Context: an optimization exercise on an open-source flow, tuned for small area, a short achievable clock period and few clock cycles per item. The choices shown serve that exercise and are no tape-out recipe.
At most, simulation tests tie the RTL to the original design; equivalence was not proved.
Power is estimated from default activity; no workload was simulated.

== before ==
==> module divider_nr, before the edit <==
module divider_nr
  #
  (
   parameter BITS      = 16
   )
  (
   input wire                       clk,
   input wire                       reset,
   input wire                       start,
   input wire unsigned [BITS-1:0]   dividend,
   input wire unsigned [BITS-1:0]   divisor,
   output logic                     done,
   output logic unsigned [BITS-1:0] quotient,
   output logic unsigned [BITS-1:0] remainder
   );
  localparam BC = $clog2(BITS);
  logic [BITS:0]   t_q;        
  logic [BITS-1:0] d_q;        
  logic            q_q;        
  logic            qn_q;       
  logic            done_q;     
  logic [BITS-2:0] quo_q;      
  logic [BC-1:0]   idx_q;      
  logic            bit_q;      
  logic            busy_q;
  logic            norm_q;     
  function automatic logic [3:0] msb_pos(input logic [15:0] x);
    logic [7:0] y8;
    logic [3:0] y4;
    logic [1:0] y2;
    msb_pos[3] = |x[15:8];
    y8         = msb_pos[3] ? x[15:8] : x[7:0];
    msb_pos[2] = |y8[7:4];
    y4         = msb_pos[2] ? y8[7:4] : y8[3:0];
    msb_pos[1] = |y4[3:2];
    y2         = msb_pos[1] ? y4[3:2] : y4[1:0];
    msb_pos[0] = y2[1];
  endfunction
  logic [3:0]    pa, pb;
  logic [4:0]    pdiff;
  logic [BC-1:0] sh;
  assign pa    = msb_pos(dividend);
  assign pb    = msb_pos(divisor);
  assign pdiff = {1'b0, pa} - {1'b0, pb};
  assign sh    = pdiff[4] ? '0 : pdiff[3:0];
  logic [BITS-1:0] rn;
  assign rn = ({BITS{q_q}} & d_q) | ({BITS{qn_q}} & t_q[BITS-1:0]);
  logic [BITS:0]   x;
  logic [BITS+1:0] dx;
  always_comb begin
    if (start)
      x = {1'b0, dividend};
    else if (norm_q)
      x = {1'b0, dividend >> idx_q};
    else
      x = {rn, bit_q};
  end
  assign dx = {1'b0, x} - {2'b0, divisor};
  logic [BC-1:0] nidx;
  assign nidx = norm_q ? idx_q - 4'd1 : idx_q - 4'd2;
  assign done      = done_q;
  assign quotient  = {quo_q, q_q};
  assign remainder = rn;
  always_ff @(posedge clk) begin
    t_q   <= x;
    d_q   <= dx[BITS-1:0];
    q_q   <= ~dx[BITS+1];
    qn_q  <= dx[BITS+1];
    if (start)
      done_q <= (sh == '0);
    else
      done_q <= busy_q && !norm_q && !done_q && (idx_q == 4'd1);
    bit_q <= dividend[nidx];
    if (start) begin
      busy_q <= 1'b1;
      norm_q <= (sh != '0);
      idx_q  <= sh;
      quo_q  <= '0;
    end else if (norm_q) begin
      norm_q <= 1'b0;
    end else begin
      if (busy_q) idx_q <= idx_q - 1'b1;
      if (done) busy_q <= 1'b0;
      quo_q <= quotient[BITS-2:0];
    end
    if (reset) begin
      busy_q <= 1'b0;
      norm_q <= 1'b0;
      done_q <= 1'b0;
    end
  end
endmodule
==> flow/config.mk <==
export PLATFORM = sky130hd
export DESIGN_NAME = divider_nr
export DESIGN_NICKNAME = divider_nr
export VERILOG_FILES = /design/flow/design.v
export SDC_FILE = /design/flow/constraint.sdc
export NUM_CORES = 4
export LEC_CHECK = 0
export ABC_AREA = 1
export CAP_MARGIN = 20
export CORE_MARGIN = 2
export CORE_UTILIZATION = 60
export SETUP_SLACK_MARGIN = 2.0
export SLEW_MARGIN = 20
==> flow/constraint.sdc <==
create_clock -name core_clock -period 5.0 [get_ports {clk}]
set_input_delay 1.0000 -clock core_clock [delete_from_list [all_inputs] [get_ports {clk}]]
set_output_delay 1.0000 -clock core_clock [all_outputs]
set_load 0.01 [all_outputs]
standard.sh (not shown) runs the stock make flow with config.mk's settings and CLKGATE_MAP_FILE= SYNTH_SCRIPT=/design/flow/synth_recipe.tcl, a recipe that flattens the netlist after the stock synthesis.
==> flow/flow/run.sh <==
#!/bin/bash
cp standard.sh standard_sh.txt
export BUFFER_PORTS_ARGS="-buffer_cell sky130_fd_sc_hd__buf_2"
export ADDER_MAP_FILE=
bash standard.sh > standard.log 2>&1
Testbench counts of before, summed over its fixed seeds: cycles 6,651, items 1,600.
For after, these inputs were changed with respect to before:
--- a/flow/design.v
+++ b/flow/design.v
@@ -130,12 +130,9 @@
   logic [BITS:0]   x;
   logic [BITS+1:0] dx;
-  always_comb begin
-    if (start)
-      x = {1'b0, dividend};
-    else if (norm_q)
-      x = {1'b0, dividend >> idx_q};
-    else
-      x = {rn, bit_q};
-  end
+  logic [BC-1:0]   amt;
+  logic [BITS-1:0] sx;
+  assign amt = norm_q ? idx_q : '0;
+  assign sx  = dividend >> amt;
+  assign x   = (norm_q || !busy_q || done_q) ? {1'b0, sx} : {rn, bit_q};
   assign dx = {1'b0, x} - {2'b0, divisor};
   logic [BC-1:0] nidx;
## What came out
- Compared with before, horizontal die dimension in after decreased slightly.
- before -> after: worst hold path stage count delta 0, exact match
- Delta (after minus before): actual transition at the worst max-transition pin lower; utilization higher; maximum frequency lower.
Function not checked in after: the RTL went through the layout flow alone.

========
Setup of 07-22:
The RTL this note starts from:
==> flow/design.v <==
`timescale 1ns/10ps
module leading_ones
  #
  (
   parameter SELECTOR,
   parameter BITS      = 16
   )
  (
   input wire [BITS-1:0]         SW,
   output logic [$clog2(BITS):0] LED
   );
  generate
    if (SELECTOR == "UNIQUE_CASE") begin : g_UNIQUE_CASE
      always_comb begin
        LED           = '0;  
        unique case (1'b1)
          SW[15]:  LED  = 16;
          SW[14]:  LED  = 15;
          SW[13]:  LED  = 14;
          SW[12]:  LED  = 13;
          SW[11]:  LED  = 12;
          SW[10]:  LED  = 11;
          SW[9]:   LED  = 10;
          SW[8]:   LED  = 9;
          SW[7]:   LED  = 8;
          SW[6]:   LED  = 7;
          SW[5]:   LED  = 6;
          SW[4]:   LED  = 5;
          SW[3]:   LED  = 4;
          SW[2]:   LED  = 3;
          SW[1]:   LED  = 2;
          SW[0]:   LED  = 1;
        endcase
      end  
    end else if (SELECTOR == "CASE") begin : g_CASE  
      always_comb begin
        LED           = '0;  
        case (1'b1)
          SW[15]:  LED  = 16;
          SW[14]:  LED  = 15;
          SW[13]:  LED  = 14;
          SW[12]:  LED  = 13;
          SW[11]:  LED  = 12;
          SW[10]:  LED  = 11;
          SW[9]:   LED  = 10;
          SW[8]:   LED  = 9;
          SW[7]:   LED  = 8;
          SW[6]:   LED  = 7;
          SW[5]:   LED  = 6;
          SW[4]:   LED  = 5;
          SW[3]:   LED  = 4;
          SW[2]:   LED  = 3;
          SW[1]:   LED  = 2;
          SW[0]:   LED  = 1;
          default: LED  = 0;
        endcase
      end  
    end else if (SELECTOR == "DOWN_FOR") begin : g_UP_IF
      logic found;
      always_comb begin
        LED = '0;
        found = 1'b0;
        for (int i = $high(SW); i >= $low(SW); i--) begin
          if (SW[i] && !found) begin
            LED = i + 1;
            found = 1'b1;
          end
        end
      end
    end else if (SELECTOR == "UP_FOR") begin : g_DOWN_IF
      always_comb begin
        LED = '0;
        for (int i = $low(SW); i <= $high(SW); i++) begin
          if (SW[i]) begin
            LED = i + 1;
          end
        end
      end
    end
  endgenerate
endmodule
`timescale 1ns/10ps
module divider_nr
  #
  (
   parameter BITS      = 16
   )
  (
   input wire                       clk,
   input wire                       reset,
   input wire                       start,
   input wire unsigned [BITS-1:0]   dividend,
   input wire unsigned [BITS-1:0]   divisor,
   output logic                     done,
   output logic unsigned [BITS-1:0] quotient,
   output logic unsigned [BITS-1:0] remainder
   );
  localparam BC = $clog2(BITS);
  logic [BITS:0]   t_q;        
  logic [BITS-1:0] d_q;        
  logic            q_q;        
  logic [BITS-2:0] quo_q;      
  logic [BC-1:0]   idx_q;      
  logic            bit_q;      
  logic            busy_q;
  logic            norm_q;     
  function automatic logic [3:0] msb_pos(input logic [15:0] x);
    logic [7:0] y8;
    logic [3:0] y4;
    logic [1:0] y2;
    msb_pos[3] = |x[15:8];
    y8         = msb_pos[3] ? x[15:8] : x[7:0];
    msb_pos[2] = |y8[7:4];
    y4         = msb_pos[2] ? y8[7:4] : y8[3:0];
    msb_pos[1] = |y4[3:2];
    y2         = msb_pos[1] ? y4[3:2] : y4[1:0];
    msb_pos[0] = y2[1];
  endfunction
  logic [3:0]    pa, pb;
  logic [4:0]    pdiff;
  logic [BC-1:0] sh;
  assign pa    = msb_pos(dividend);
  assign pb    = msb_pos(divisor);
  assign pdiff = {1'b0, pa} - {1'b0, pb};
  assign sh    = pdiff[4] ? '0 : pdiff[3:0];
  logic [BITS-1:0] rn;
  assign rn = q_q ? d_q : t_q[BITS-1:0];
  logic [BITS:0]   x;
  logic [BITS+1:0] dx;
  always_comb begin
    if (start)
      x = {1'b0, dividend};
    else if (norm_q)
      x = {1'b0, dividend >> idx_q};
    else
      x = {rn, bit_q};
  end
  assign dx = {1'b0, x} - {2'b0, divisor};
  logic [BC-1:0] nidx;
  assign nidx = norm_q ? idx_q - 4'd1 : idx_q - 4'd2;
  assign done      = busy_q && !norm_q && (idx_q == '0);
  assign quotient  = {quo_q, q_q};
  assign remainder = rn;
  always_ff @(posedge clk) begin
    t_q   <= x;
    d_q   <= dx[BITS-1:0];
    q_q   <= ~dx[BITS+1];
    bit_q <= dividend[nidx];
    if (start) begin
      busy_q <= 1'b1;
      norm_q <= (sh != '0);
      idx_q  <= sh;
      quo_q  <= '0;
    end else if (norm_q) begin
      norm_q <= 1'b0;
    end else begin
      if (busy_q) idx_q <= idx_q - 1'b1;
      if (done) busy_q <= 1'b0;
      quo_q <= quotient[BITS-2:0];
    end
    if (reset) begin
      busy_q <= 1'b0;
      norm_q <= 1'b0;
    end
  end
endmodule
==> flow/config.mk <==
export PLATFORM = sky130hd
export DESIGN_NAME = divider_nr
export DESIGN_NICKNAME = divider_nr
export VERILOG_FILES = /design/flow/design.v
export SDC_FILE = /design/flow/constraint.sdc
export NUM_CORES = 4
export LEC_CHECK = 0
export ABC_AREA = 1
export CAP_MARGIN = 20
export CORE_MARGIN = 2
export CORE_UTILIZATION = 60
export SETUP_SLACK_MARGIN = 2.0
export SLEW_MARGIN = 20
==> flow/constraint.sdc <==
create_clock -name core_clock -period 5.0 [get_ports {clk}]
set_input_delay 1.0000 -clock core_clock [delete_from_list [all_inputs] [get_ports {clk}]]
set_output_delay 1.0000 -clock core_clock [all_outputs]
set_load 0.01 [all_outputs]
Scripts as last shown in full above: flow/flow/run.sh
07-22: flow completed, timing, DRC and antenna clean
Testbench counts of 07-22, summed over its fixed seeds: cycles 6,651, items 1,600.
[inputs] 08-02 vs 07-22
--- a/flow/design.v
+++ b/flow/design.v
@@ -98,8 +98,10 @@
   localparam BC = $clog2(BITS);
   logic [BITS:0]   t_q;        
   logic [BITS-1:0] d_q;        
   logic            q_q;        
+  logic            qn_q;       
+  logic            done_q;     
   logic [BITS-2:0] quo_q;      
   logic [BC-1:0]   idx_q;      
   logic            bit_q;      
   logic            busy_q;
@@ -122,14 +124,22 @@
   assign pa    = msb_pos(dividend);
   assign pb    = msb_pos(divisor);
   assign pdiff = {1'b0, pa} - {1'b0, pb};
   assign sh    = pdiff[4] ? '0 : pdiff[3:0];
+  logic [BITS-1:0] bmask;
+  logic            wider;
+  always_comb begin
+    bmask[BITS-1] = divisor[BITS-1];
+    for (int i = BITS-2; i > 0; i--) bmask[i] = bmask[i+1] | divisor[i];
+    bmask[0] = 1'b1;   
+  end
+  assign wider = |(dividend & ~bmask);
   logic [BITS-1:0] rn;
-  assign rn = q_q ? d_q : t_q[BITS-1:0];
+  assign rn = ({BITS{q_q}} & d_q) | ({BITS{qn_q}} & t_q[BITS-1:0]);
   logic [BITS:0]   x;
   logic [BITS+1:0] dx;
   always_comb begin
-    if (start)
+    if (!busy_q || done_q)
       x = {1'b0, dividend};
     else if (norm_q)
       x = {1'b0, dividend >> idx_q};
     else
@@ -137,19 +147,24 @@
   end
   assign dx = {1'b0, x} - {2'b0, divisor};
   logic [BC-1:0] nidx;
   assign nidx = norm_q ? idx_q - 4'd1 : idx_q - 4'd2;
-  assign done      = busy_q && !norm_q && (idx_q == '0);
+  assign done      = done_q;
   assign quotient  = {quo_q, q_q};
   assign remainder = rn;
   always_ff @(posedge clk) begin
     t_q   <= x;
     d_q   <= dx[BITS-1:0];
     q_q   <= ~dx[BITS+1];
+    qn_q  <= dx[BITS+1];
+    if (start)
+      done_q <= !wider;
+    else
+      done_q <= busy_q && !norm_q && !done_q && (idx_q == 4'd1);
     bit_q <= dividend[nidx];
     if (start) begin
       busy_q <= 1'b1;
-      norm_q <= (sh != '0);
+      norm_q <= wider;
       idx_q  <= sh;
       quo_q  <= '0;
     end else if (norm_q) begin
       norm_q <= 1'b0;
@@ -160,7 +175,8 @@
     end
     if (reset) begin
       busy_q <= 1'b0;
       norm_q <= 1'b0;
+      done_q <= 1'b0;
     end
   end
 endmodule
## What came out
08-02 vs. 07-22: post-route standard cell area excluding fillers went up by 7.2%. On net count reported at finish: between 08-02 and 07-22, it ends up lower for 07-22. Lower area of placed instances was reported by 07-22, not 08-02. 08-02 closes out successfully: all stages finished, all timing, DRC and antenna checks passed. From 07-22 to 08-02 the numbers moved as follows: count of clock-buffer cells in the layout up 2, amount of wire on met2 after detailed routing increased about 10%. In 08-02 the data required time at the worst endpoint turned out 1.24 ns higher than in 07-22. Of 08-02 and 07-22, 08-02 shows the higher final cell count, with 07-22 below it. Routed wire in 08-02 totals more than in 07-22. Diff 07-22 -> 08-02 | peak ir drop on the vdd network | down by more than 10%. 08-02 vs 07-22: area occupied by multi-input gates up by a few percent. [compare] base=07-22 new=08-02: sequential portion of the cell area now smaller, maximum frequency now larger.
Only the layout flow was run in 08-02; the RTL was not checked for function there.

==> re-timing with driven ports <==
Ports are ideal in the flow. The routed layouts listed here were re-timed in OpenROAD.
Step 1: set_driving_cell puts a clkbuf_16 on clk and a buf_2 on each other input, an assumption about the parent block.
Step 2 times the ports against the registers' clock, not the clock port: input delays grow and output delays shrink by t, the midpoint of the rising clock arrivals with the driver on.
Three values: ideal, step 1, step 2; two values: the first two.
run	t (ns)	setup slack, ns	worst data-port slew with drivers (ns)
before	0.374	2.224 / 2.234 / 1.860	0.03
after	0.380	2.190 / 2.190 / 1.829	0.04
07-22	0.351	2.108 / 2.072 / 1.859	0.04
08-02	0.373	2.204 / 2.204 / 1.858	0.03
After both steps setup and hold are still met in every run listed. For before, which loses most, drivers alone change the setup slack by +0.010 ns; drivers and shift together by -0.364 ns.
